From an optimization exercise on the open Yosys and OpenROAD flow, aimed at small area; shortcuts taken in it are not production practice.
Power is estimated from default activity; no workload was simulated. No driver is modelled on the clock port, so clocking that relies on it looks cheaper here than on a real chip.

before:
Design selen_l1_cache, start of the top module:
module selen_l1_cache
(
	input                           clk,
	input                           rst_n,
	input                           l1i_req_val,
	input   [32-1:0]  l1i_req_addr,
	output                          l1i_req_ack,
	output  [32-1:0]  l1i_ack_data,
	input                           l1d_req_val,
	input   [32-1:0]  l1d_req_addr,
	input   [3-1:0]   l1d_req_cop,
	input   [32-1:0]  l1d_req_wdata,
	input   [3-1:0]  l1d_req_size,
	output                          l1d_req_ack,
	output  [32-1:0]  l1d_ack_data,
	input   [32-1:0]  wb_dat_i,
	output  [32-1:0]  wb_dat_o,
	input                           wb_ack_i,
	output  [32-1:0]  wb_adr_o,
	output                          wb_cyc_o,
	input                           wb_stall_i,
	output  [(32 / 8)-1:0]    wb_sel_o,
	output                          wb_stb_o,
	output                          wb_we_o
);
==> module l1_lrum, before the edit <==
module l1_lrum
#(
	parameter BYPASS = 1
)
(
	input               clk,
	input               rst_n,
	input               req,
	input               idx,
	input   [3:0]       ld_val_vect,
	input   [3:0]       tag_cmp_vect,
	output              hit,
	output  [3:0]       hit_vect,
	output  [3:0]       way_vect
);
	reg        req_r;
	reg        idx_r;
	reg        bypass_r;
	reg  [3:0] bypass_used_r;
	reg  [3:0] used0_r;
	reg  [3:0] used1_r;
	wire [3:0] used;
	wire [3:0] alloc;
	wire [3:0] upd;
	wire [3:0] used_next;
	always @(posedge clk or negedge rst_n)
		if(~rst_n) req_r <= 1'b0;
		else req_r <= req;
	always @(posedge clk) idx_r <= idx;
	generate
		if(BYPASS) begin : g_bypass
			always @(posedge clk or negedge rst_n)
				if(~rst_n) bypass_r <= 1'b0;
				else if(req) bypass_r <= (idx == idx_r);
			always @(posedge clk or negedge rst_n)
				if(~rst_n) bypass_used_r <= 4'b0;
				else if(req_r) bypass_used_r <= used_next;
		end else begin : g_no_bypass
			always @* begin
				bypass_r      = 1'b0;
				bypass_used_r = 4'b0;
			end
		end
	endgenerate
	always @(posedge clk or negedge rst_n)
		if(~rst_n) used0_r <= 4'b0;
		else if(req_r & ~idx_r) used0_r <= used_next;
	always @(posedge clk or negedge rst_n)
		if(~rst_n) used1_r <= 4'b0;
		else if(req_r & idx_r) used1_r <= used_next;
	assign used = bypass_r ? bypass_used_r : (idx_r ? used1_r : used0_r);
	assign hit_vect = ld_val_vect & tag_cmp_vect;
	assign hit      = (|hit_vect) & req_r;
	assign alloc[0] = ~used[0];
	assign alloc[1] = ~used[1] & used[0];
	assign alloc[2] = ~used[2] & (&used[1:0]);
	assign alloc[3] = ~used[3] & (&used[2:0]);
	assign way_vect  = hit ? hit_vect : alloc;
	assign upd       = used | way_vect;
	assign used_next = (&upd) ? way_vect : upd;
endmodule
==> module l1i_top, before the edit <==
module l1i_top
(
	input               clk,
	input               rst_n,
	input               core_req_val,
	input       [31:0]  core_req_addr,
	output              core_req_ack,
	output      [31:0]  core_ack_data,
	output              mau_req_val,
	output      [26:0]  mau_req_line,
	input               mau_req_ack,
	input               beat_we,
	input       [31:0]  beat_data
);
	reg         rdy1_r, rdy2_r, rdy3_r;
	wire        req_val;
	reg  [29:0] req_addr_r;
	reg         req_val_r;
	wire [25:0] req_tag_r  = req_addr_r[29:4];
	wire        req_idx_r  = req_addr_r[3];
	wire [2:0]  req_word_r = req_addr_r[2:0];
	wire        req_ack;
	reg         mau_req_was_send_r;
	reg         mau_req_ack_r;
	reg  [25:0] tag_r [0:7];
	reg  [7:0]  vld_r;
	wire [3:0]  tag_cmp_vect;
	wire [3:0]  ld_val_vect;
	wire        lru_hit;
	wire [3:0]  hit_vect;
	wire [3:0]  lru_way_vect;
	reg  [3:0]  lru_way_vect_r;
	reg  [31:0] dm_r [0:63];
	wire [3:0]  rd_way;
	always @(posedge clk or negedge rst_n)
		if(~rst_n) begin
			rdy1_r <= 1'b0;
			rdy2_r <= 1'b0;
			rdy3_r <= 1'b0;
		end else begin
			rdy1_r <= 1'b1;
			rdy2_r <= rdy1_r;
			rdy3_r <= rdy2_r;
		end
	assign req_val = rdy2_r & core_req_val & (req_ack | ~rdy3_r);
	always @(posedge clk) if(req_val) req_addr_r <= core_req_addr[31:2];
	always @(posedge clk or negedge rst_n)
		if(~rst_n) req_val_r <= 1'b0;
		else req_val_r <= req_val;
	assign req_ack = mau_req_ack_r | lru_hit;
	always @(posedge clk) if(req_val_r) lru_way_vect_r <= lru_way_vect;
	l1_lrum #(.BYPASS(0)) lrum
	(
		.clk          (clk),
		.rst_n        (rst_n),
		.req          (req_val),
		.idx          (core_req_addr[5]),
		.ld_val_vect  (ld_val_vect),
		.tag_cmp_vect (tag_cmp_vect),
		.hit          (lru_hit),
		.hit_vect     (hit_vect),
		.way_vect     (lru_way_vect)
	);
	always @(posedge clk or negedge rst_n) begin
		if(~rst_n) mau_req_was_send_r <= 1'b0;
		else if(mau_req_was_send_r) mau_req_was_send_r <= ~mau_req_ack;
		else mau_req_was_send_r <= mau_req_val;
	end
	assign mau_req_val  = (req_val_r & ~lru_hit) | mau_req_was_send_r;
	assign mau_req_line = {req_tag_r, req_idx_r};
	always @(posedge clk or negedge rst_n)
		if(~rst_n) mau_req_ack_r <= 1'b0;
		else mau_req_ack_r <= mau_req_ack;
	genvar w, k;
	generate
		for(w = 0; w < 4; w = w + 1) begin : g_way
			assign tag_cmp_vect[w] = (tag_r[{req_idx_r, w[1:0]}] == req_tag_r);
			assign ld_val_vect[w]  = vld_r[{req_idx_r, w[1:0]}];
		end
		for(k = 0; k < 8; k = k + 1) begin : g_tag
			always @(posedge clk)
				if(mau_req_ack & lru_way_vect_r[k%4] & (req_idx_r == k/4))
					tag_r[k] <= req_tag_r;
			always @(posedge clk or negedge rst_n)
				if(~rst_n) vld_r[k] <= 1'b0;
				else if(mau_req_ack & lru_way_vect_r[k%4] & (req_idx_r == k/4))
					vld_r[k] <= 1'b1;
		end
		for(k = 0; k < 64; k = k + 1) begin : g_dm
			wire [31:0] shift_in;
			if(k%8 == 7) begin : g_top
				assign shift_in = beat_data;
			end else begin : g_mid
				assign shift_in = dm_r[k+1];
			end
			always @(posedge clk)
				if(beat_we & lru_way_vect_r[(k/8)%4] & (req_idx_r == k/32))
					dm_r[k] <= shift_in;
		end
	endgenerate
	assign rd_way = req_val_r ? hit_vect : lru_way_vect_r;
	wire [63:0] rd_sel;
	reg  [31:0] rd_data;
	genvar q;
	generate
		for(q = 0; q < 64; q = q + 1) begin : g_sel
			assign rd_sel[q] = rd_way[(q/8)%4] & (req_idx_r == q/32) & (req_word_r == q%8);
		end
	endgenerate
	integer i;
	always @* begin
		rd_data = 32'b0;
		for(i = 0; i < 64; i = i + 1)
			rd_data = rd_data | ({32{rd_sel[i]}} & dm_r[i]);
	end
	assign core_req_ack  = req_ack;
	assign core_ack_data = rd_data;
endmodule
export LEC_CHECK = 0
export CAP_MARGIN = 20
export CORE_MARGIN = 2
export CORE_UTILIZATION = 70
export PLACE_DENSITY = 0.75
export SLEW_MARGIN = 20
create_clock -name core_clock -period 12.0 [get_ports {clk}]
standard.sh (not shown) runs the stock make flow with config.mk's settings and CLKGATE_MAP_FILE= SYNTH_SCRIPT=/design/flow/synth_recipe.tcl, a recipe that flattens the netlist after the stock synthesis.
==> flow/flow/run.sh <==
#!/bin/bash
# Own layout flow: the standard flow (standard.sh) with these changes:
#  - synthesis maps the logic with an area-oriented ABC script (flow/abc_area.script)
#    in place of ORFS's delay-oriented one; everything else in the synthesis, and so
#    every register, its name and its cell, is the standard synthesis's
#  - the port buffers are sky130_fd_sc_hd__buf_1
#  - clock tree: sink clusters of up to 28 flip-flops within 100 um, clkbuf_8 above the leaves, no dummy loads
# Each tool's output is in orfs/logs/ (one log per step) and in flow.log here.
set -euo pipefail
W=$(pwd)
F=$W/flow

# The standard flow's synthesis script, with yosys' abc command given our script
{
	echo "proc abc {args} { set i [lsearch -exact \$args -script]; if {\$i >= 0} { lset args [expr {\$i + 1}] $F/abc_area.script }; yosys abc {*}\$args }"
	cat "$W/synth_recipe.tcl"
} > "$W/own_synth.tcl"
sed -e "s#SYNTH_SCRIPT=[^ ]*synth_recipe.tcl#SYNTH_SCRIPT=$W/own_synth.tcl#" "$W/standard.sh" > "$W/own_standard.sh"
grep -q "SYNTH_SCRIPT=$W/own_synth.tcl" "$W/own_standard.sh"

bash "$W/own_standard.sh" \
	"BUFFER_PORTS_ARGS=-buffer_cell sky130_fd_sc_hd__buf_1" \
	"CTS_ARGS=-sink_clustering_enable -repair_clock_nets -sink_clustering_size 28 -sink_clustering_max_diameter 100 -tree_buf sky130_fd_sc_hd__clkbuf_8 -dont_use_dummy_load" \
	finish > "$W/flow.log" 2>&1
==> flow/flow/abc_area.script <==
strash
&get -n
&fraig -x
&put
scorr
dc2
dretime
strash
&get -n
&dch -f
&nf -R 1000
&put
diff inputs: before => after
--- a/flow/design.v
+++ b/flow/design.v
@@ -1,7 +1,4 @@
 module l1_lrum
-#(
-	parameter BYPASS = 1
-)
 (
 	input               clk,
 	input               rst_n,
@@ -27,21 +24,12 @@
 		if(~rst_n) req_r <= 1'b0;
 		else req_r <= req;
 	always @(posedge clk) idx_r <= idx;
-	generate
-		if(BYPASS) begin : g_bypass
-			always @(posedge clk or negedge rst_n)
-				if(~rst_n) bypass_r <= 1'b0;
-				else if(req) bypass_r <= (idx == idx_r);
-			always @(posedge clk or negedge rst_n)
-				if(~rst_n) bypass_used_r <= 4'b0;
-				else if(req_r) bypass_used_r <= used_next;
-		end else begin : g_no_bypass
-			always @* begin
-				bypass_r      = 1'b0;
-				bypass_used_r = 4'b0;
-			end
-		end
-	endgenerate
+	always @(posedge clk or negedge rst_n)
+		if(~rst_n) bypass_r <= 1'b0;
+		else if(req) bypass_r <= (idx == idx_r);
+	always @(posedge clk or negedge rst_n)
+		if(~rst_n) bypass_used_r <= 4'b0;
+		else if(req_r) bypass_used_r <= used_next;
 	always @(posedge clk or negedge rst_n)
 		if(~rst_n) used0_r <= 4'b0;
 		else if(req_r & ~idx_r) used0_r <= used_next;
@@ -500,7 +488,7 @@
 		else req_val_r <= req_val;
 	assign req_ack = mau_req_ack_r | lru_hit;
 	always @(posedge clk) if(req_val_r) lru_way_vect_r <= lru_way_vect;
-	l1_lrum #(.BYPASS(0)) lrum
+	l1_lrum lrum
 	(
 		.clk          (clk),
 		.rst_n        (rst_n),
--- outcome ---
Summary of after over before: proportion of synthesized chip area in sequential cells closely matched the old numbers, fraction of standard cell area in multi-input logic did not really move. after: total track usage lower than before. Compared with before, after supports a higher clock frequency. before and after ended up with nearly the same post-detailed-routing wire length. | post-synthesis to final-layout area growth | after vs before | ≈ equal |. Delay of the slowest cell on the worst path in after is 0.08 ns below before. ~same total power divided by cell area in before and after. after: relative slew slack is 7.4 points lower than what before reported. On cell area after layout, before and after are basically level. Against before as the reference, after delivers a higher met3 layer usage reported by global route. The final reports for after and before show worst setup slack higher in the former.
No functional check of the RTL was part of any run of this note.

re-timing with driven ports:
The flow's constraints put no driver on any port. The routed layouts listed below were extracted and timed again, unchanged, in two steps.
Step 1, drivers: a clkbuf_16 drives clk and a buf_2 each remaining input, both assumed.
Step 2 moves the port delays by t, midway between the first and last clock arrival at a register: inputs arrive t later, outputs are due t later. That takes back most of the time a late clock gives input paths.
a / b / c = no drivers / after step 1 / after step 2; a / b = the first two.
run	shift t [ns]	setup WS [ns]	worst register clock-pin slew, ns	pins driven straight from the clock port
before	1.012	1.672 / 1.565 / 2.578	0.11 / 0.11	1
after	1.029	1.888 / 1.786 / 2.815	0.12 / 0.12	1
After both steps setup and hold are still met in every run listed.
